This design comes from an exercise in tuning for small area, a short achievable clock period and few clock cycles on the open sky130 flow, not from production work. Where RTL was checked, it was by simulation tests only, not by an equivalence proof against the original.

==> flow/design.v (excerpt) <==
module JAM (
input CLK,
input RST,
output reg [2:0] W,
output reg [2:0] J,
input [6:0] Cost,
output reg [3:0] MatchCount,
output reg [9:0] MinCost,
output reg Valid );
Settings: LEC_CHECK=0, ABC_AREA=1, CAP_MARGIN=20, CORE_MARGIN=2, CORE_UTILIZATION=40, CTS_BUF_LIST=sky130_fd_sc_hd__clkbuf_8, SETUP_SLACK_MARGIN=0.6, SLEW_MARGIN=20; clock period 5.0 ns.
run.sh (not shown) runs the stock make flow with config.mk's settings and CLKGATE_MAP_FILE= SYNTH_SCRIPT=/design/flow/synth_recipe.tcl, a recipe that flattens the netlist after the stock synthesis.
Testbench counts at the start, summed over its fixed seeds: cycles 1,509.
Next try:
Settings changed: ABC_AREA 1 to default, SETUP_SLACK_MARGIN 0.6 to 0.8.
First-iteration DRC count goes down by 22%.
Routed wire length grows by 0.86%.
Clock-buffer cell count rises by 9.
Utilization increases by 4.0 points.
Design area is higher by 6.5%.
Next try:
Settings changed: ABC_AREA from default to 1.
Effect: The changed run produced a clean layout; via count went up by 11%; clock skew went up by 0.012 ns; setup slack improved by 0.52 ns; area after synthesis went up by 1.8%.


JAM, a different RTL version from the one above (not shown whole).
Size: about 30 I/O pins.
Settings: LEC_CHECK=0, ABC_AREA=1, CAP_MARGIN=20, CORE_MARGIN=2, CORE_UTILIZATION=40, SETUP_SLACK_MARGIN=0.9, SLEW_MARGIN=20; clock period 5.0 ns.
Testbench counts at the start, summed over its fixed seeds: cycles 1,829.
==> next run, changes <==
--- a/flow/config.mk
+++ b/flow/config.mk
@@ -11,3 +11,4 @@
 export CORE_UTILIZATION = 40
-export SETUP_SLACK_MARGIN = 0.9
+export CTS_BUF_LIST = sky130_fd_sc_hd__clkbuf_8
+export SETUP_SLACK_MARGIN = 0.8
 export SLEW_MARGIN = 20
After rerunning: Via count barely changes; maximum frequency went up by 3.7%; register-to-register slack improves by 0.13 ns.
==> next run, changes <==
--- a/flow/config.mk
+++ b/flow/config.mk
@@ -11,4 +11,3 @@
 export CORE_UTILIZATION = 40
-export CTS_BUF_LIST = sky130_fd_sc_hd__clkbuf_8
-export SETUP_SLACK_MARGIN = 0.8
+export SETUP_SLACK_MARGIN = 1.1
 export SLEW_MARGIN = 20
- The new run produced a clean layout
- global-route usage went up by 0.11 points
- flip-flop and latch count is unchanged
- via count went up by 1.2%
- first-iteration DRC count went down by 2.2%
- design area went up by 3.6%
==> next run, changes <==
--- a/flow/config.mk
+++ b/flow/config.mk
@@ -10,4 +10,5 @@
 export CORE_MARGIN = 2
-export CORE_UTILIZATION = 40
-export SETUP_SLACK_MARGIN = 1.1
+export CORE_UTILIZATION = 65
+export CTS_BUF_LIST = sky130_fd_sc_hd__clkbuf_8
+export SETUP_SLACK_MARGIN = 0.8
 export SLEW_MARGIN = 20
The new run completed without violations.
Non-clock buffer count falls by 48.
Design area falls by 4.7%.
Synthesized cell count does not change.
Critical path depth falls by 3.


## run a
JAM, a different RTL version from the one above (not shown whole).
Size: ~2,100 cells after synthesis.
clock: 5.0 ns
lec_check: 0
cap_margin: 20
core_margin: 2
core_utilization: 40
setup_slack_margin: 0.8
slew_margin: 20
Testbench counts of run a, summed over its fixed seeds: cycles 2,334.
#### Input delta (run b over run a)
- SETUP_SLACK_MARGIN changed from 0.8 to 0.6
==> run notes <==
The flow did not stop early for run b: all stages ran, and the layout cleared the timing, design-rule and antenna checks.
Relative to run a, depth of the most critical reg-to-reg path decreased by 3 in run b.
For run b, the cell with the largest stage delay on the worst path was sky130_fd_sc_hd__dfrtp_4, unlike run a, where it was sky130_fd_sc_hd__fa_2.
Compared with run a, in run b count of vias placed by the detailed router now smaller; worst setup slack now smaller.


Another version of the RTL of JAM (not shown whole).
Size: roughly 3100 cells after synthesis, about 30 I/O pins.
clock: 5.0 ns
lec_check: 0
abc_area: 1
cap_margin: 20
core_margin: 2
core_utilization: 40
setup_slack_margin: 0.9
slew_margin: 20
==> next run, changes <==
--- a/flow/config.mk
+++ b/flow/config.mk
@@ -10,4 +10,4 @@
 export CORE_MARGIN = 2
 export CORE_UTILIZATION = 40
-export SETUP_SLACK_MARGIN = 0.9
+export SETUP_SLACK_MARGIN = 0.8
 export SLEW_MARGIN = 20
Utilization went down by 0.46 points; wire length is lower by a few percent; design area went down slightly; global-route usage barely changes; worst setup slack improved by 0.11 ns; clock skew is higher by 0.013 ns.
No run of this note included a check of the RTL's function; only the layout flow was run.

==> what the ideal ports hide <==
The flow's constraints put no driver on any port. The routed layouts listed below were extracted and timed again, unchanged, in two steps.
Step 1: set_driving_cell puts a clkbuf_16 on CLK and a buf_2 on each other input, an assumption about the parent block.
Step 2, shift: input delay + t, output delay - t, t = (earliest + latest rising clock arrival at the registers) / 2. This alone moves slack from input paths to output paths.
Three values: no drivers, after step 1, after step 2; two values: the first two.
| run | shift t [ns] | slack for setup (ns) | worst setup path after step 2 | clock arrival spread, ns | slew at the worst register clock pin (ns) |
|---|---|---|---|---|---|
| the first run of note 1 | 0.739 | 0.834 / 0.840 / 0.126 | input to register | 0.053 / 0.052 | 0.07 / 0.07 |
| the second run of note 1 | 0.729 | 0.443 / 0.443 / -0.133 | input to register | 0.046 / 0.046 | 0.07 / 0.07 |
| the third run of note 1 | 0.752 | 0.968 / 0.968 / 0.292 | input to register | 0.051 / 0.051 | 0.07 / 0.07 |
| the first run of note 2 | 0.661 | 0.855 / 0.866 / 0.205 | input to register | 0.020 / 0.020 | 0.07 / 0.07 |
| the second run of note 2 | 0.740 | 1.002 / 1.002 / 0.304 | input to register | 0.054 / 0.054 | 0.07 / 0.07 |
| the third run of note 2 | 0.668 | 0.896 / 0.912 / 0.244 | input to register | 0.028 / 0.028 | 0.07 / 0.07 |
| the fourth run of note 2 | 0.710 | 0.833 / 0.833 / 0.134 | input to register | 0.033 / 0.033 | 0.07 / 0.07 |
| run a | 0.637 | 0.845 / 0.878 / 0.241 | input to register | 0.028 / 0.027 | 0.07 / 0.07 |
| run b | 0.637 | 0.730 / 0.730 / 0.192 | input to register | 0.026 / 0.027 | 0.07 / 0.07 |
| the first run of note 4 | 0.673 | 0.780 / 0.780 / 0.159 | input to register | 0.023 / 0.023 | 0.07 / 0.07 |
| the second run of note 4 | 0.649 | 0.888 / 0.888 / 0.374 | input to register | 0.035 / 0.035 | 0.07 / 0.07 |
With both steps, setup timing fails in the second run of note 1, where it was met with ideal ports. For the first run of note 1, which loses most, drivers alone change the setup slack by +0.006 ns; drivers and shift together by -0.708 ns.
